What follows belongs to an exercise in optimizing a design on an open flow for small area; a production flow would make more cautious choices.
The RTL was checked by simulation tests, not by an equivalence proof against the original design.
Power figures rest on the tool's default switching activity, not on a simulated workload.

## run.sh

```bash
#!/bin/bash
# synth_recipe.tcl (not shown) runs the flow's synth.tcl, then flattens the netlist and writes it again
# the make line also repeats each setting of config.mk as NAME=value (left out here)
make -C /OpenROAD-flow-scripts/flow DESIGN_CONFIG=/design/flow/config.mk WORK_HOME=/design/flow/orfs CLKGATE_MAP_FILE= SYNTH_SCRIPT=/design/flow/synth_recipe.tcl finish
```

## config.mk

```make
export PLATFORM = sky130hd
export DESIGN_NAME = Pinball
export DESIGN_NICKNAME = Pinball
export VERILOG_FILES = /design/flow/design.v
export SDC_FILE = /design/flow/constraint.sdc
export NUM_CORES = 4
export LEC_CHECK = 0
export CAP_MARGIN = 20
export CORE_MARGIN = 2
export CORE_UTILIZATION = 40
export SLEW_MARGIN = 20
```

## constraint.sdc

```tcl
create_clock -name core_clock -period 25.0 [get_ports {CLK}]
set_input_delay 5.0000 -clock core_clock [delete_from_list [all_inputs] [get_ports {CLK}]]
set_output_delay 5.0000 -clock core_clock [all_outputs]
set_load 0.01 [all_outputs]
```

## design.v

```verilog
module vga640x480(
    input  wire       i_clk,
    input  wire       i_pix_stb,
    input  wire       i_rst,
    output wire       o_hs,
    output wire       o_vs,
    output wire       o_animate,
    output wire       o_hend,
    output wire [9:0] o_x,
    output wire [8:0] o_y,
    output wire [9:0] o_hx,
    output wire [9:0] o_v
    );
    reg [9:0] hx;
    reg [9:0] v;
    wire hblank = hx[9] & hx[8];           
    wire hend   = (hx == 10'd640);         
    wire vend   = (v == 10'd525);
    assign o_hs = ~((hx >= 10'd880) & (hx < 10'd976));      
    assign o_vs = ~((v == 10'd490) | (v == 10'd491));
    assign o_x  = hblank ? 10'd0 : hx;
    assign o_y  = (v >= 10'd480) ? 9'd479 : v[8:0];
    assign o_animate = (v == 10'd479) & hend;
    assign o_hend = hend;
    assign o_hx = hx;
    assign o_v  = v;
    always @(posedge i_clk)
        if (i_rst) begin
            hx <= 10'd864;
            v  <= 10'd0;
        end else if (i_pix_stb) begin
            hx <= hend ? 10'd864 : hx + 10'd1;
            if (vend)
                v <= 10'd0;
            else if (hend)
                v <= v + 10'd1;
        end
endmodule
module ssd_seg(
    input  wire [3:0] number,
    input  wire [2:0] seg,
    output reg        on
    );
    reg [6:0] lines;
    always @(*) begin
        case (number)
        4'd0: lines = 7'b0111111;
        4'd1: lines = 7'b0000110;
        4'd2: lines = 7'b1011011;
        4'd3: lines = 7'b1001111;
        4'd4: lines = 7'b1100110;
        4'd5: lines = 7'b1101101;
        4'd6: lines = 7'b1111101;
        4'd7: lines = 7'b0000111;
        4'd8: lines = 7'b1111111;
        4'd9: lines = 7'b1101111;
        default: lines = 7'bxxxxxxx;
        endcase
        on = lines[seg];
    end
endmodule
module ssd_vga(
    input  wire [9:0] x,
    input  wire [8:0] y,
    input  wire [3:0] t3, t2, t1, t0,    
    input  wire [3:0] p3, p2, p1, p0,    
    input  wire [7:0] red_en,            
    output wire       digit,             
    output wire       digit_red
    );
    wire trow = (y >= 9'd100) & (y < 9'd190);
    wire prow = (y >= 9'd300) & (y < 9'd390);
    wire [8:0] ly = trow ? (y - 9'd100) : (y - 9'd300);
    reg        incol;
    reg  [2:0] di;
    reg  [9:0] sx;
    always @(*) begin
        incol = 1'b1; di = 3'd0; sx = 10'd0;
        if (trow) begin
            if      (x >= 10'd350 && x < 10'd400) begin di = 3'd7; sx = 10'd350; end
            else if (x >= 10'd410 && x < 10'd460) begin di = 3'd6; sx = 10'd410; end
            else if (x >= 10'd500 && x < 10'd550) begin di = 3'd5; sx = 10'd500; end
            else if (x >= 10'd560 && x < 10'd610) begin di = 3'd4; sx = 10'd560; end
            else incol = 1'b0;
        end else begin
            if      (x >= 10'd365 && x < 10'd415) begin di = 3'd3; sx = 10'd365; end
            else if (x >= 10'd425 && x < 10'd475) begin di = 3'd2; sx = 10'd425; end
            else if (x >= 10'd485 && x < 10'd535) begin di = 3'd1; sx = 10'd485; end
            else if (x >= 10'd545 && x < 10'd595) begin di = 3'd0; sx = 10'd545; end
            else incol = 1'b0;
        end
    end
    wire [5:0] lx = x[5:0] - sx[5:0];
    wire cl = lx < 6'd10;
    wire cr = lx >= 6'd40;
    wire cm = ~cl & ~cr;
    wire ra = ly < 9'd10;
    wire rb = (ly >= 9'd10) & (ly < 9'd40);
    wire rc = (ly >= 9'd40) & (ly < 9'd50);
    wire rd = (ly >= 9'd50) & (ly < 9'd80);
    wire re = (ly >= 9'd80);
    reg       segv;
    reg [2:0] seg;
    always @(*) begin
        segv = 1'b1; seg = 3'd0;
        if      (cm & ra) seg = 3'd0;
        else if (cm & rc) seg = 3'd6;
        else if (cm & re) seg = 3'd3;
        else if (cl & rb) seg = 3'd5;
        else if (cr & rb) seg = 3'd1;
        else if (cl & rd) seg = 3'd4;
        else if (cr & rd) seg = 3'd2;
        else segv = 1'b0;
    end
    reg [3:0] num;
    always @(*)
        case (di)
        3'd7: num = t3; 3'd6: num = t2; 3'd5: num = t1; 3'd4: num = t0;
        3'd3: num = p3; 3'd2: num = p2; 3'd1: num = p1; default: num = p0;
        endcase
    wire on;
    ssd_seg dec(.number(num), .seg(seg), .on(on));
    assign digit = (trow | prow) & incol & segv & on;
    assign digit_red = digit & red_en[di];
endmodule
module random_gen (
    input  wire       CLK,
    input  wire       reset,
    input  wire       step,        
    output wire [4:0] rnd
    );
    reg odd;
    always @(posedge CLK)
        if (reset)
            odd <= 1'b0;
        else if (step)
            odd <= ~odd;
    assign rnd = odd ? 5'b00011 : 5'b01001;
endmodule
module Pinball(
    input wire CLK,              
    input wire RST_BTN,          
	 input wire plunger_BTN,		   
	 input wire flipper_left,	   
	 input wire flipper_right,	   
    output wire VGA_HS_O,        
    output wire VGA_VS_O,        
    output wire [7:0] VGA_R,     
    output wire [7:0] VGA_G,     
    output wire [7:0] VGA_B,      
    output wire clk_25MHz
	 );
    wire rst = ~RST_BTN;
    reg c15, pix;
    always @(posedge CLK) begin
        c15 <= ~rst & ~c15;
        pix <= c15;
    end
    assign clk_25MHz = pix;
    wire [9:0] x;
    wire [8:0] y;
    wire [9:0] hx, v;
    wire animate, hend;
    vga640x480 display (
        .i_clk(CLK), .i_pix_stb(pix), .i_rst(rst),
        .o_hs(VGA_HS_O), .o_vs(VGA_VS_O), .o_animate(animate), .o_hend(hend),
        .o_x(x), .o_y(y), .o_hx(hx), .o_v(v));
    wire fcol, fvel, fmov, fpt;
    frame_events ev(.clk(CLK), .rst(rst), .pix(pix), .hx(hx), .v(v), .animate(animate),
                    .fcol(fcol), .fvel(fvel), .fmov(fmov), .fpt(fpt));
    wire [3:0] s0, s1, m0, m1;
    game_clock gc(.clk(CLK), .rst(rst), .s0(s0), .s1(s1), .m0(m0), .m1(m1));
    wire [4:0] stL, stR;
    flipper_ctl fcl(.clk(CLK), .rst(rst), .btn_n(flipper_left), .st(stL));
    flipper_ctl fcr(.clk(CLK), .rst(rst), .btn_n(flipper_right), .st(stR));
    wire [8:0] bx, by;
    wire [3:0] cs;
    wire ball, probe;
    ball_unit bu(.x(x), .y(y), .bx(bx), .by(by), .rsel({y[8], y[7]}), .on(ball), .probe(probe));
    wire tc1nz, tc2nz, tp1nz, tp2nz, th1nz, th2nz;
    collision col(.clk(CLK), .rst(rst), .fcol(fcol), .x(x), .y(y), .probe(probe), .bx(bx), .by(by),
                  .cs(cs), .tc1nz(tc1nz), .tc2nz(tc2nz), .tp1nz(tp1nz), .tp2nz(tp2nz), .th1nz(th1nz), .th2nz(th2nz));
    wire [4:0] rnd;
    random_gen hexa1(.CLK(CLK), .reset(rst), .step(fvel), .rnd(rnd));
    physics ph(.clk(CLK), .rst(rst), .plunger_n(plunger_BTN), .fvel(fvel), .fmov(fmov), .cs(cs), .rnd(rnd),
               .bx(bx), .by(by));
    wire [3:0] q3, q2, q1, q0;
    score sc(.clk(CLK), .rst(rst), .fpt(fpt), .cs(cs), .q3(q3), .q2(q2), .q1(q1), .q0(q0));
    wire flipper_vga;
    flippers flip(.x(x), .y(y), .stL(stL), .stR(stR), .on(flipper_vga));
    wire border, circ, pen, hexa, plunger;
    playfield field(.x(x), .y(y), .border(border), .circ(circ), .pen(pen), .hexa(hexa), .plunger(plunger));
    wire digit, digit_red;
    ssd_vga digits(
        .x(x), .y(y),
        .t3(m1), .t2(m0), .t1(s1), .t0(s0),
        .p3(q3), .p2(q2), .p1(q1), .p0(q0),
        .red_en({tc1nz, tc2nz, th1nz, th2nz, 1'b1, 1'b1, tp1nz, tp2nz}),
        .digit(digit), .digit_red(digit_red));
    wire r = border | circ | flipper_vga | ball | digit_red;
    wire g = border | pen | ball | plunger | digit;
    wire b = border | hexa | plunger | digit;
    assign VGA_R = {8{r}};
    assign VGA_G = {8{g}};
    assign VGA_B = {8{b}};
endmodule
module frame_events(
    input  wire       clk, rst, pix,
    input  wire [9:0] hx, v,
    input  wire       animate,
    output wire       fcol, fvel, fmov, fpt
    );
    reg first;
    always @(posedge clk)
        if (rst)
            first <= 1'b1;
        else if (animate)
            first <= 1'b0;
    assign fcol = first ? (v == 10'd62  && hx == 10'd177 &&  pix) : (v == 10'd17  && hx == 10'd178 && !pix);
    assign fvel = first ? (v == 10'd93  && hx == 10'd346 &&  pix) : (v == 10'd48  && hx == 10'd347 && !pix);
    assign fmov = first ? (v == 10'd124 && hx == 10'd515 &&  pix) : (v == 10'd79  && hx == 10'd516 && !pix);
    assign fpt  = first ? (v == 10'd187 && hx == 10'd53  && !pix) : (v == 10'd142 && hx == 10'd53  &&  pix);
endmodule
module game_clock(
    input  wire       clk, rst,
    output wire [3:0] s0, s1, m0, m1
    );
    localparam [16:0] CT_LAST = 17'd21611;       
    reg [16:0] ct;
    reg tick;                                    
    reg [3:0] rs0, rm0, rm1;
    reg [2:0] rs1;
    wire ct_last = (ct == CT_LAST);
    always @(posedge clk) begin
        ct <= (rst | ct_last) ? 17'd0 : {ct[15:0], ~(ct[16] ^ ct[13])};
        tick <= ct_last;                         
    end
    always @(posedge clk)
        if (rst) begin
            rs0 <= 4'd0; rs1 <= 3'd0; rm0 <= 4'd0; rm1 <= 4'd0;
        end else if (tick) begin
            if (rs0 == 4'd9) begin
                rs0 <= 4'd0;
                if (rs1 == 3'd5) begin
                    rs1 <= 3'd0;
                    if (rm0 == 4'd9) begin
                        rm0 <= 4'd0;
                        rm1 <= rm1 + 4'd1;
                    end else
                        rm0 <= rm0 + 4'd1;
                end else
                    rs1 <= rs1 + 3'd1;
            end else
                rs0 <= rs0 + 4'd1;
        end
    assign s0 = rs0;
    assign s1 = {1'b0, rs1};
    assign m0 = rm0;
    assign m1 = (rm1 >= 4'd9) ? 4'd9 : rm1;
endmodule
module flipper_ctl(
    input  wire       clk, rst, btn_n,
    output wire [4:0] st
    );
    localparam [19:0] CNT_LAST = 20'd76158;      
    reg [19:0] cnt;
    reg [4:0] s;
    reg tr;
    always @(posedge clk)
        if (rst) begin
            cnt <= 20'd0; s <= 5'd0; tr <= 1'b0;
        end else begin
            if (!btn_n || tr) begin
                tr <= 1'b1;
                if (cnt == CNT_LAST) begin
                    s <= s + 5'd1;
                    cnt <= 20'd0;
                end else
                    cnt <= {cnt[18:0], ~(cnt[19] ^ cnt[16])};
            end
            if (s == 5'd16) begin
                s <= 5'd0;
                tr <= 1'b0;
            end
        end
    assign st = s;
endmodule
module collision(
    input  wire       clk, rst, fcol,
    input  wire [9:0] x,
    input  wire [8:0] y,
    input  wire       probe,
    input  wire [8:0] bx, by,
    output reg  [3:0] cs,       
    output wire       tc1nz, tc2nz, tp1nz, tp2nz, th1nz, th2nz
    );
    localparam [2:0] HNONE = 3'd0, HP1 = 3'd1, HP2 = 3'd2, HC1 = 3'd3, HC2 = 3'd4, HH1 = 3'd5, HH2 = 3'd6;
    reg [2:0] hobj;
    wire yP = (y == 9'd120), yC = (y == 9'd180), yH = (y == 9'd280);
    always @(posedge clk)
        if (rst)
            hobj <= HNONE;
        else if (yP & (x == 10'd70))
            hobj <= probe ? HP1 : HNONE;
        else if (probe & ((yP & (x == 10'd210)) | (yC & ((x == 10'd96) | (x == 10'd184))) | (yH & ((x == 10'd85) | (x == 10'd215)))))
            hobj <= yP ? HP2 : yC ? (x[3] ? HC2 : HC1) : (x[1] ? HH2 : HH1);
    reg [3:0] tlp, trp, tc1, tc2, tp1, tp2, th1, th2;
    localparam [3:0] T8 = 4'd6;
    function [3:0] tnext(input [3:0] t, input set);
        tnext = (t != 4'd0) ? {t[2:0], ~(t[3] ^ t[2])} : (set ? T8 : 4'd0);
    endfunction
    wire c3 = ({1'b0, by} >= {1'b0, bx} + 10'd356) & (by <= 9'd430) & (bx >= 9'd10) & (by > 9'd369) & (bx < 9'd80) & (tlp == 4'd0);
    wire c4 = ({1'b0, bx} + {1'b0, by} >= 10'd636) & (by <= 9'd430) & (by > 9'd369) & (bx <= 9'd270) & (bx > 9'd60) & (trp == 4'd0);
    wire h7  = (hobj == HC1) & (tc1 == 4'd0);
    wire h8  = (hobj == HC2) & (tc2 == 4'd0);
    wire h9  = (hobj == HP1) & (tp1 == 4'd0);
    wire h10 = (hobj == HP2) & (tp2 == 4'd0);
    wire h11 = ((hobj == HH1) & (th1 == 4'd0)) | ((hobj == HH2) & (th2 == 4'd0));
    reg [3:0] cs_n;
    reg set_lp, set_rp, set_c1, set_c2, set_p1, set_p2, set_h1, set_h2;
    always @(*) begin
        cs_n = 4'd13;
        {set_lp, set_rp, set_c1, set_c2, set_p1, set_p2, set_h1, set_h2} = 8'd0;
        if (by <= 9'd17)       cs_n = 4'd0;
        else if (bx <= 9'd17)  cs_n = 4'd1;
        else if (bx >= 9'd263) cs_n = 4'd2;
        else if (c3)  begin cs_n = 4'd3;  set_lp = 1'b1; end
        else if (c4)  begin cs_n = 4'd3;  set_rp = 1'b1; end
        else if (h7)  begin cs_n = 4'd7;  set_c1 = 1'b1; end
        else if (h8)  begin cs_n = 4'd7;  set_c2 = 1'b1; end
        else if (h9)  begin cs_n = 4'd9;  set_p1 = 1'b1; end
        else if (h10) begin cs_n = 4'd9;  set_p2 = 1'b1; end
        else if (h11) begin cs_n = 4'd11; set_h1 = 1'b1; set_h2 = 1'b1; end
        else if (by > 9'd415) begin cs_n = 4'd12; set_h2 = 1'b1; end
    end
    always @(posedge clk)
        if (fcol)
            cs <= cs_n;
    always @(posedge clk)
        if (rst) begin
            tlp <= 4'd0; trp <= 4'd0; tc1 <= 4'd0; tc2 <= 4'd0;
            tp1 <= 4'd0; tp2 <= 4'd0; th1 <= 4'd0; th2 <= 4'd0;
        end else if (fcol) begin
            tlp <= tnext(tlp, set_lp);
            trp <= tnext(trp, set_rp);
            tc1 <= tnext(tc1, set_c1);
            tc2 <= tnext(tc2, set_c2);
            tp1 <= tnext(tp1, set_p1);
            tp2 <= tnext(tp2, set_p2);
            th1 <= tnext(th1, set_h1);
            th2 <= tnext(th2, set_h2);
        end
    assign tc1nz = (tc1 != 4'd0);
    assign tc2nz = (tc2 != 4'd0);
    assign tp1nz = (tp1 != 4'd0);
    assign tp2nz = (tp2 != 4'd0);
    assign th1nz = (th1 != 4'd0);
    assign th2nz = (th2 != 4'd0);
endmodule
module physics(
    input  wire       clk, rst, plunger_n, fvel, fmov,
    input  wire [3:0] cs,
    input  wire [4:0] rnd,
    output reg  [8:0] bx, by
    );
    reg [12:0] bxf, byf;
    reg [3:0] vxc;            
    reg [7:0] vy;
    reg xdir, ydir, ps;
    localparam [3:0] VX100 = 4'd0, VX200 = 4'd1, VX120 = 4'd2, VX135 = 4'd3,
                     VX150 = 4'd4, VX15 = 4'd5, VX30 = 4'd6, VX90 = 4'd7;
    reg [7:0] vx;
    always @(*)
        case (vxc)
        VX100: vx = 8'd100; VX200: vx = 8'd200; VX120: vx = 8'd120; VX135: vx = 8'd135;
        VX150: vx = 8'd150; VX15:  vx = 8'd15;  VX30:  vx = 8'd30;  VX90:  vx = 8'd90;
        default: vx = 8'bxxxxxxxx;
        endcase
    reg [3:0] rvxc;
    reg [7:0] rvy;
    always @(*)
        case (rnd[4:2])
        3'd0: begin rvxc = VX120; rvy = 8'd120; end
        3'd1: begin rvxc = VX135; rvy = 8'd90;  end
        3'd2: begin rvxc = VX150; rvy = 8'd30;  end
        3'd3: begin rvxc = VX150; rvy = 8'd15;  end
        3'd4: begin rvxc = VX150; rvy = 8'd0;   end
        3'd5: begin rvxc = VX15;  rvy = 8'd150; end
        3'd6: begin rvxc = VX30;  rvy = 8'd150; end
        default: begin rvxc = VX90; rvy = 8'd135; end
        endcase
    always @(posedge clk) begin
        if (!plunger_n && ps) begin
            vxc <= VX100;
            vy <= 8'd150;
        end
        if (fvel && !ps)
            case (cs)
            4'd3: begin vxc <= VX200; vy <= 8'd100; end
            4'd11: begin vxc <= rvxc; vy <= rvy; end
            default: ;
            endcase
        if (fmov && !ps) begin
            if (ydir) begin
                if (vy < 8'd250) vy <= vy + 8'd1;
            end else begin
                if (vy > 8'd100) vy <= vy - 8'd1;
            end
        end
    end
    always @(posedge clk)
        if (rst) begin
            bx <= 9'd20; by <= 9'd370;
            bxf <= 13'd320; byf <= 13'd5920;
            xdir <= 1'b1; ydir <= 1'b0; ps <= 1'b1;
        end else begin
            if (!plunger_n && ps)
                ps <= 1'b0;
            if (fvel && !ps)
                case (cs)
                4'd0: ydir <= 1'b1;
                4'd1: xdir <= 1'b1;
                4'd2: xdir <= 1'b0;
                4'd3: xdir <= 1'b1;
                4'd7, 4'd9: begin xdir <= ~xdir; ydir <= ~ydir; end
                4'd11: begin xdir <= rnd[1]; ydir <= rnd[0]; end
                4'd12: ydir <= 1'b0;
                default: ;
                endcase
            if (fmov && !ps) begin
                bxf <= xdir ? bxf + {5'd0, vx} : bxf - {5'd0, vx};
                byf <= ydir ? byf + {5'd0, vy} : byf - {5'd0, vy};
                bx <= bxf[12:4];
                by <= byf[12:4];
            end
        end
endmodule
module score(
    input  wire       clk, rst, fpt,
    input  wire [3:0] cs,
    output wire [3:0] q3, q2, q1, q0
    );
    reg signed [3:0] pt;      
    reg p0, hf;
    reg [3:0] p1, p2, p3;
    wire pc = (cs == 4'd7);
    wire pp = (cs == 4'd9);
    wire ph = (cs == 4'd11);
    always @(posedge clk)
        if (rst) begin
            pt <= 4'sd0; p0 <= 1'b0; p1 <= 4'd0; p2 <= 4'd0; p3 <= 4'd0; hf <= 1'b0;
        end else if (fpt) begin
            if (pt > 4'sd0) begin
                pt <= pt - 4'sd1;
                if (p0) begin
                    p0 <= 1'b0;
                    if (p1 == 4'd9) begin
                        p1 <= 4'd0;
                        if (p2 == 4'd9) begin
                            p2 <= 4'd0;
                            p3 <= p3 + 4'd1;
                            if (p3 == 4'd9) hf <= 1'b1;
                        end else
                            p2 <= p2 + 4'd1;
                    end else
                        p1 <= p1 + 4'd1;
                end else
                    p0 <= 1'b1;
            end else if (pt < 4'sd0) begin
                pt <= pt + 4'sd1;
                if (!p0) begin
                    p0 <= 1'b1;
                    if (p1 == 4'd0) begin
                        p1 <= 4'd9;
                        if (p2 == 4'd0) begin
                            p2 <= 4'd9;
                            p3 <= p3 - 4'd1;
                            if (p3 == 4'd0) hf <= 1'b0;
                        end else
                            p2 <= p2 - 4'd1;
                    end else
                        p1 <= p1 - 4'd1;
                end else
                    p0 <= 1'b0;
            end else if (ph)
                pt <= 4'sd4;
            else if (pp)
                pt <= -4'sd3;
            else if (pc)
                pt <= 4'sd2;
        end
    assign q3 = (p3 <= 4'd9) ? p3 : (hf ? 4'd9 : 4'd0);
    assign q2 = p2;
    assign q1 = p1;
    assign q0 = p0 ? 4'd5 : 4'd0;
endmodule
module ball_unit(
    input  wire [9:0] x,
    input  wire [8:0] y,
    input  wire [8:0] bx, by,
    input  wire [1:0] rsel,      
    output wire on,
    output wire probe
    );
    wire [10:0] dx = {1'b0, x} - {2'b0, bx};
    wire [10:0] dy = {2'b0, y} - {2'b0, by};
    wire [10:0] ndx = -dx, ndy = -dy;
    wire [10:0] mx = dx[10] ? ndx : dx;
    wire [10:0] my = dy[10] ? ndy : dy;
    wire okx = (mx[10:5] == 6'd0);
    wire oky = (my[10:5] == 6'd0);
    wire [4:0] ax = mx[4:0], ay = my[4:0];
    reg [2:0] blim;
    always @(*)
        case (ax)
            3'd0: blim = 3'd6;
            3'd1: blim = 3'd6;
            3'd2: blim = 3'd6;
            3'd3: blim = 3'd6;
            3'd4: blim = 3'd5;
            3'd5: blim = 3'd4;
            3'd6: blim = 3'd3;
            3'd7: blim = 0;
            default: blim = 3'd0;
        endcase
    assign on = okx & oky & (ax <= 5'd6) & (ay <= {2'b0, blim});
    reg [4:0] plim;
    reg pin;
    always @(*) begin
        pin = 1'b1;
        case (rsel)
        2'd0: begin
            pin = ax <= 5'd17;
            case (ax)
                5'd0: plim = 5'd17;
                5'd1: plim = 5'd16;
                5'd2: plim = 5'd16;
                5'd3: plim = 5'd16;
                5'd4: plim = 5'd16;
                5'd5: plim = 5'd16;
                5'd6: plim = 5'd15;
                5'd7: plim = 5'd15;
                5'd8: plim = 5'd15;
                5'd9: plim = 5'd14;
                5'd10: plim = 5'd13;
                5'd11: plim = 5'd12;
                5'd12: plim = 5'd12;
                5'd13: plim = 5'd10;
                5'd14: plim = 5'd9;
                5'd15: plim = 5'd8;
                5'd16: plim = 5'd5;
                5'd17: plim = 5'd0;
            default: plim = 5'bxxxxx;
            endcase
        end
        2'd1: begin
            pin = ax <= 5'd19;
            case (ax)
                5'd0: plim = 5'd19;
                5'd1: plim = 5'd18;
                5'd2: plim = 5'd18;
                5'd3: plim = 5'd18;
                5'd4: plim = 5'd18;
                5'd5: plim = 5'd18;
                5'd6: plim = 5'd18;
                5'd7: plim = 5'd17;
                5'd8: plim = 5'd17;
                5'd9: plim = 5'd16;
                5'd10: plim = 5'd16;
                5'd11: plim = 5'd15;
                5'd12: plim = 5'd14;
                5'd13: plim = 5'd13;
                5'd14: plim = 5'd12;
                5'd15: plim = 5'd11;
                5'd16: plim = 5'd10;
                5'd17: plim = 5'd8;
                5'd18: plim = 5'd6;
                5'd19: plim = 5'd0;
            default: plim = 5'bxxxxx;
            endcase
        end
        default: begin
            pin = ax <= 5'd27;
            case (ax)
                5'd0: plim = 5'd27;
                5'd1: plim = 5'd26;
                5'd2: plim = 5'd26;
                5'd3: plim = 5'd26;
                5'd4: plim = 5'd26;
                5'd5: plim = 5'd26;
                5'd6: plim = 5'd26;
                5'd7: plim = 5'd26;
                5'd8: plim = 5'd25;
                5'd9: plim = 5'd25;
                5'd10: plim = 5'd25;
                5'd11: plim = 5'd24;
                5'd12: plim = 5'd24;
                5'd13: plim = 5'd23;
                5'd14: plim = 5'd23;
                5'd15: plim = 5'd22;
                5'd16: plim = 5'd21;
                5'd17: plim = 5'd20;
                5'd18: plim = 5'd20;
                5'd19: plim = 5'd19;
                5'd20: plim = 5'd18;
                5'd21: plim = 5'd16;
                5'd22: plim = 5'd15;
                5'd23: plim = 5'd14;
                5'd24: plim = 5'd12;
                5'd25: plim = 5'd10;
                5'd26: plim = 5'd7;
                5'd27: plim = 5'd0;
            default: plim = 5'bxxxxx;
            endcase
        end
        endcase
    end
    assign probe = okx & oky & pin & (ay <= plim);
endmodule
module playfield(
    input  wire [9:0] x,
    input  wire [8:0] y,
    output wire border, circ, pen, hexa, plunger
    );
    wire [10:0] xs = {1'b0, x};
    wire [10:0] ys = {2'b0, y};
    wire top_edge   = (x <= 280) & (y < 10);
    wire left_edge  = (x < 10) & (y < 370);
    wire right_edge = (x > 270) & (x <= 280) & (y < 370);
    wire [10:0] ymx = ys - xs;
    wire [10:0] ypx = ys + xs;
    wire left_par  = ~ymx[10] & (ymx >= 361) & (ymx <= 370) & (y > 369) & (y < 431);
    wire right_par = (ypx >= 641) & (ypx <= 650) & (y > 369) & (y < 431);
    assign border = (top_edge | left_edge | right_edge | left_par | right_par) & (x != 0) & (x < 640) & (y != 0);
    wire left = x < 10'd140;
    wire cbx = left ? (x >= 85 && x <= 107) : (x >= 173 && x <= 195);
    wire cby = (y >= 169) && (y <= 191);
    wire [4:0] cdx = x[4:0] - (left ? 5'd0 : 5'd24);      
    wire [4:0] cdy = y[4:0] - 5'd20;                      
    wire [3:0] cax = cdx[4] ? -cdx[3:0] : cdx[3:0];
    wire [3:0] cay = cdy[4] ? -cdy[3:0] : cdy[3:0];
    reg [3:0] clim;
    always @(*)
        case (cax)
        4'd0: clim = 4'd11;
        4'd1: clim = 4'd11;
        4'd2: clim = 4'd11;
        4'd3: clim = 4'd11;
        4'd4: clim = 4'd11;
        4'd5: clim = 4'd10;
        4'd6: clim = 4'd10;
        4'd7: clim = 4'd9;
        4'd8: clim = 4'd8;
        4'd9: clim = 4'd7;
        4'd10: clim = 4'd6;
        4'd11: clim = 4'd4;
        default: clim = 4'bxxxx;
        endcase
    assign circ = cbx & cby & (cay <= clim);
    wire pbx = left ? (x >= 61 && x <= 79) : (x >= 201 && x <= 219);
    wire pby = (y >= 111) && (y <= 129);
    wire [4:0] pdx = x[4:0] - (left ? 5'd6 : 5'd18);      
    wire [4:0] pdy = y[4:0] - 5'd24;                      
    wire [3:0] pax = pdx[4] ? -pdx[3:0] : pdx[3:0];
    wire [3:0] pay = pdy[4] ? -pdy[3:0] : pdy[3:0];
    reg [3:0] plim;
    always @(*)
        case (pax)
        4'd0: plim = 4'd9;
        4'd1: plim = 4'd9;
        4'd2: plim = 4'd9;
        4'd3: plim = 4'd9;
        4'd4: plim = 4'd9;
        4'd5: plim = 4'd8;
        4'd6: plim = 4'd7;
        4'd7: plim = 4'd7;
        4'd8: plim = 4'd5;
        4'd9: plim = 4'd4;
        default: plim = 4'bxxxx;
        endcase
    assign pen = pbx & pby & (pay <= plim);
    wire hbx = left ? (x >= 66 && x <= 105) : (x >= 195 && x <= 234);
    wire hby = (y >= 260) && (y <= 301);
    wire [6:0] hdx = {x[5:0], 1'b0} - (left ? 7'd43 : 7'd45);    
    wire [6:0] hdy = {y[5:0], 1'b0} - 7'd49;                      
    wire [5:0] hax = hdx[6] ? -hdx[5:0] : hdx[5:0];
    wire [5:0] hay = hdy[6] ? -hdy[5:0] : hdy[5:0];
    assign hexa = hbx & hby & ({1'b0, hay} + {hax, 1'b0} <= 7'd79);
    assign plunger = ((x >= 30) & (x < 33) & (y > 357) & (y < 393)) |
                     ((x != 0) & (x < 33) & (y > 357) & (y <= 360));
endmodule
module flippers(
    input  wire [9:0] x,
    input  wire [8:0] y,
    input  wire [4:0] stL, stR,
    output wire on
    );
    wire left = x < 10'd140;
    wire box = (left ? (x >= 10'd5) & (x <= 10'd125) : (x >= 10'd155) & (x <= 10'd275)) & (y >= 9'd371);
    wire [6:0] m = left ? x[6:0] - 7'd65 : 7'd87 - x[6:0];       
    wire [6:0] w = y[6:0] - 7'd47;                               
    wire [5:0] am = m[6] ? -m[5:0] : m[5:0];
    wire [5:0] aw = w[6] ? -w[5:0] : w[5:0];
    reg [5:0] dlim;
    always @(*)
        case (aw)
        6'd0: dlim = 6'd60;
        6'd1: dlim = 6'd59;
        6'd2: dlim = 6'd59;
        6'd3: dlim = 6'd59;
        6'd4: dlim = 6'd59;
        6'd5: dlim = 6'd59;
        6'd6: dlim = 6'd59;
        6'd7: dlim = 6'd59;
        6'd8: dlim = 6'd59;
        6'd9: dlim = 6'd59;
        6'd10: dlim = 6'd59;
        6'd11: dlim = 6'd58;
        6'd12: dlim = 6'd58;
        6'd13: dlim = 6'd58;
        6'd14: dlim = 6'd58;
        6'd15: dlim = 6'd58;
        6'd16: dlim = 6'd57;
        6'd17: dlim = 6'd57;
        6'd18: dlim = 6'd57;
        6'd19: dlim = 6'd56;
        6'd20: dlim = 6'd56;
        6'd21: dlim = 6'd56;
        6'd22: dlim = 6'd55;
        6'd23: dlim = 6'd55;
        6'd24: dlim = 6'd54;
        6'd25: dlim = 6'd54;
        6'd26: dlim = 6'd54;
        6'd27: dlim = 6'd53;
        6'd28: dlim = 6'd53;
        6'd29: dlim = 6'd52;
        6'd30: dlim = 6'd51;
        6'd31: dlim = 6'd51;
        6'd32: dlim = 6'd50;
        6'd33: dlim = 6'd50;
        6'd34: dlim = 6'd49;
        6'd35: dlim = 6'd48;
        6'd36: dlim = 6'd48;
        6'd37: dlim = 6'd47;
        6'd38: dlim = 6'd46;
        6'd39: dlim = 6'd45;
        6'd40: dlim = 6'd44;
        6'd41: dlim = 6'd43;
        6'd42: dlim = 6'd42;
        6'd43: dlim = 6'd41;
        6'd44: dlim = 6'd40;
        6'd45: dlim = 6'd39;
        6'd46: dlim = 6'd38;
        6'd47: dlim = 6'd37;
        6'd48: dlim = 6'd36;
        6'd49: dlim = 6'd34;
        6'd50: dlim = 6'd33;
        6'd51: dlim = 6'd31;
        6'd52: dlim = 6'd29;
        6'd53: dlim = 6'd28;
        6'd54: dlim = 6'd26;
        6'd55: dlim = 6'd23;
        6'd56: dlim = 6'd21;
        6'd57: dlim = 6'd18;
        6'd58: dlim = 6'd15;
        6'd59: dlim = 6'd10;
        6'd60: dlim = 6'd0;
        default: dlim = 6'bxxxxxx;
        endcase
    wire disc = box & (am <= dlim);
    wire signed [9:0] m1 = {{3{m[6]}}, m[6:0]};
    wire signed [9:0] w1 = {{3{w[6]}}, w[6:0]};
    wire signed [9:0] w3 = w1 + (w1 <<< 1);
    wire signed [9:0] w5 = w1 + (w1 <<< 2);
    wire signed [9:0] m2 = m1 <<< 1;
    wire wp = ~w[6];                   
    wire wn = w[6] | (w == 0);         
    wire [4:0] st = left ? stL : stR;
    wire [3:0] sh = (st > 5'd8) ? (5'd16 - st) : st[3:0];
    wire e = ~left;
    reg [1:0] alo, ahi;         
    reg signed [2:0] blo, bhi;
    reg signed [5:0] clo, chi;
    reg lo_en, hi_en, wpos, wneg;
    always @(*) begin
        lo_en = 1; hi_en = 1; wpos = 0; wneg = 0;
        alo = 0; blo = 0; clo = 0; ahi = 0; bhi = 0; chi = 0;
        case (sh)
        4'd0: begin wpos = 1; alo = 0; blo = -1; clo = 5;  ahi = 0; bhi = -1; chi = e ? 4 : 5; end
        4'd1: begin wpos = 1; alo = 1; blo = -2; clo = 10; ahi = 0; bhi = -1; chi = e ? 4 : 5; end
        4'd2: begin wpos = 1; alo = 2; blo = -2; clo = 10; ahi = 1; bhi = -2; chi = e ? 8 : 10; end
        4'd3: begin wpos = 1; alo = 2; blo = -1; clo = 5;  ahi = 2; bhi = -2; chi = e ? 8 : 10; end
        4'd4: begin wpos = 1; lo_en = 0;                   ahi = 2; bhi = -1; chi = e ? 4 : 5; end
        4'd5: begin wneg = 1; alo = 2; blo = 1; clo = e ? 4 : 5; hi_en = 0; end
        4'd6: begin wneg = 1; alo = 2; blo = 2; clo = e ? 8 : 10; ahi = 2; bhi = 1; chi = 5; end
        4'd7: begin wneg = 1; alo = 1; blo = 2; clo = e ? 8 : 10; ahi = 2; bhi = 2; chi = 10; end
        4'd8: begin wneg = 1; alo = 0; blo = 1; clo = e ? 4 : 5;  ahi = 1; bhi = 2; chi = 10; end
        default: begin lo_en = 0; hi_en = 0; end
        endcase
    end
    wire signed [9:0] awlo = (alo == 0) ? w1 : (alo == 1) ? w3 : w5;
    wire signed [9:0] awhi = (ahi == 0) ? w1 : (ahi == 1) ? w3 : w5;
    wire signed [9:0] bmlo = (blo == 1) ? m1 : (blo == 2) ? m2 : (blo == -1) ? -m1 : -m2;
    wire signed [9:0] bmhi = (bhi == 1) ? m1 : (bhi == 2) ? m2 : (bhi == -1) ? -m1 : -m2;
    wire signed [9:0] slo = awlo + bmlo + clo;
    wire signed [9:0] shi = chi - awhi - bmhi;
    wire in = (~lo_en | ~slo[9]) & (~hi_en | ~shi[9]) & (wpos ? wp : wn);
    assign on = disc & in;
endmodule
```

==> notes.md <==
-- final timing paths --
check | start | endpoint | depth (start not counted)
worst min-delay path | c15 | pix | 0
worst max register to register | display.hx[9] | col.hobj[2] | 28
worst max-delay path | display.hx[9] | VGA_R[1] | 34
worst min register to register | c15 | pix | 0
-- stage by stage --
stage / instance area (µm²) / instances / setup slack, ps / hold slack [ps] / total power [µW]
finish: 24770 / 3848 / 10680 / 353.7 / 810.2
global placement: 23880 / 3801 / 11620 / 337.5 / 415.8
floorplan: 23160 / 3151 / 13150 / 331.7 / 408.3
detailed placement: 23880 / 3801 / 11370 / 342.5 / 417.2
CTS: 24760 / 3848 / 10730 / 355.2 / 821.7
global route: 24770 / 3848 / 9920 / 364.3 / 839.2
-- state kept, by name, summed over array words and instances (netlist names), 10 cells and up --
signal      flops
ph.bxf         13
gc.ct          17
display.v      10
fcl.cnt        20
fcr.cnt        20
ph.byf         13
display.hx     10
-- worst register-to-register path, delay by kind of cell (launching register included) --
kind	cells	cell delay [ps]
adders and majority gates	3	960
AOI/OAI and AO/OA	15	3180
buffers and inverters	3	650
DFF	1	450
and+or+nand+nor	7	2410
-- kinds of logic (layout without fill, tap and decap cells) --
family | Yosys count | after routing | synth area share, %
AO/OA/AOI/OAI | 841 | 841 | 23.05
XOR/XNOR | 208 | 208 | 7.924
adder cells (fa/ha/maj) | 264 | 264 | 14.90
buffers and inverters | 354 | 286 | 6.417
flip-flops | 232 | 232 | 20.22
multiplexers | 58 | 58 | 2.679
AND/OR/NAND/NOR | 1194 | 1194 | 24.81
-- final cells by class --
class | count | area, µm²
Clock buffer | 32 | 683.2
Tap cell | 765 | 957.2
Fill cell | 5889 | 32710
Timing Repair Buffer | 68 | 583.1
Inverter | 171 | 650.6
Clock inverter | 15 | 202.7
Sequential cell | 232 | 4684
Multi-Input combinational cell | 2565 | 17010
-- cell usage after synthesis (25+ instances only) --
master	count
a31oi_1	28
nor2b_1	46
nand4_1	40
a21o_1	37
or3_1	26
mux2i_1	41
xnor2_1	146
o211ai_1	44
buf_4	30
nand2b_1	42
ha_1	243
a21oi_1	303
nor3_1	88
inv_1	163
o21ai_0	174
nand3_1	82
xor2_1	61
nor4_1	25
and2_1	30
clkbuf_1	124
a211oi_1	26
nor2_1	286
nand2_1	405
dfxtp_1	228
-- power breakdown --
group / internal (µW) / switching (µW) / total, µW
clock: 237 / 164 / 401
combinational: 10.6 / 19.9 / 30.5
sequential: 374 / 4.84 / 378
-- routing by layer --
| metal | global-route usage [%] | share of wire, % | vias up |
|---|---|---|---|
| li1 | - | - | 11000 |
| met1 | 32.43 | 47 | 10750 |
| met2 | 37.90 | 45 | 681 |
| met3 | 1.771 | 4.9 | 117 |
| met4 | 6.438 | 2.5 | 2 |
| met5 | 0 | 0.016 | - |
-- cell usage in the layout, fill, tap and decap left out, drive strengths merged, types with 61 or more instances in the layout --
master,count
xnor2,146
nand3,82
ha,243
dfxtp,228
nor2,289
nor3,89
nand2,405
inv,167
o21ai,179
a21oi,305
xor2,61
==> notes.md <==
Initial DRC Count 1886; Setup TNS 0 ps; crit path time final between 10000 and 15000 ps; remaining antenna violation count 0; Worst Setup End Kind output pin; CP Buf/Inv Count 6; fmax about 70 MHz; Slew HR between 20% and 30%; Final setup viols 0; cts hold-fix bufs 0; Syn-to-layout area delta 6.925%; critical path's top delay family compound AO/OA/AOI/OAI gates; CP max-delay cell clkdlybuf4s50_1; Core Box Area between 0.05 and 0.06 mm²; first-pass GRT wire length about 110000 µm; die area approximately 0.06 mm²; CP max stage delay 650 ps; area fraction of the dominant cell type after synthesis about a fifth; Post-synth EDFFs 4; Antenna Cells 0; CTS tree built; synth top area cells dfxtp_1 20%, ha_1 13%, nand2_1 6.6%, a21oi_1 6.5%, xnor2_1 5.5%; grt ovf 0; Synth warnings 14; total of max-cap violations 0; drc violations 0; Slew Viols, Final 0; initial antenna violation count 1; DRT Pass-1 Iters 6; Slew @ Worst Pin 1082 ps; Fin. Hold Viols 0; top-level I/O count 32; Worst-path clk slew ~70 ps; Root Buffer clkbuf_16; crit path launch type flop; vias in the first global route between 20000 and 25000; largest net degree at the start of global routing between 60 and 70; Worst Skew ~38 ps; # port buffers 31; Synth Area per Inst roughly 7.4 µm²; power per cell area approximately 33 mW/mm²; Die W between 200 and 250 µm; worst-skew pair later-pin latency 570 ps; DRT Wirelength ~70000 µm; CTS max path bufs 3; post-CTS sizing 0; critical path arrival 9320 ps; synth unique cells 110; VDD IR-drop max ~0.000041 V; GPL Wtd Cong a little under 1; ys async rst share 0%; Worst Path Required around 20000 ps; Pleak between 0.009 and 0.01 µW; Layout Nets roughly 3300; Post-CTS Setup Repair Bufs 0; cell taking the most area after synthesis dfxtp_1; Syn Inst Count 3151; vias per cell around 6; Final Util between 40% and 50%; CTS Sinks roughly 230; Die Y about 240 µm; H-tree levels 1; Critical Path Fanout Max 32; Num CTS Buffers 26; fraction of layout cells with a size suffix above 1 4.963%; mapped cell area 0.02316 mm²; Rows 88; RSZ-0062 raised after global routing false; Crit Path Category flop to output pin; Final period util around 57%; Primary FF master, synth dfxtp_1; HPWL Detailed about 53000 µm; via count of the routed design between 20000 and 25000; Synth Register Bits between 200 and 250; Seq/Total Area, Yosys slightly above 20%; status finished clean; HP Class flop to flop; Overall Global Routing Usage roughly 23%; Synthesized Nets between 3000 and 4000; DR WL/cell about 18 µm; Starting Density between 40% and 50%; worst reg-to-reg setup slack around 17000 ps

afterwards: timing with drivers on the ports:
The flow's constraints put no driver on any port. The routed layout listed below was extracted and timed again, unchanged, in two steps.
Step 1 sets driving cells, clkbuf_16 on the clock port and buf_2 on the other inputs (assumed; they add their load-dependent delay and slew).
Step 2, shift: input delay + t, output delay - t, t = (earliest + latest rising clock arrival at the registers) / 2. This alone moves slack from input paths to output paths.
Slacks: ideal ports / drivers / drivers and shift; pairs: ideal ports / drivers.
shift t [ns]: 0.603
slack for setup (ns): 10.683 / 10.631 / 11.234
worst data-port slew with drivers (ns): 0.04
After both steps this run still meets setup and hold. The setup slack of this run moves by -0.052 ns with the drivers and by +0.551 ns with both steps.
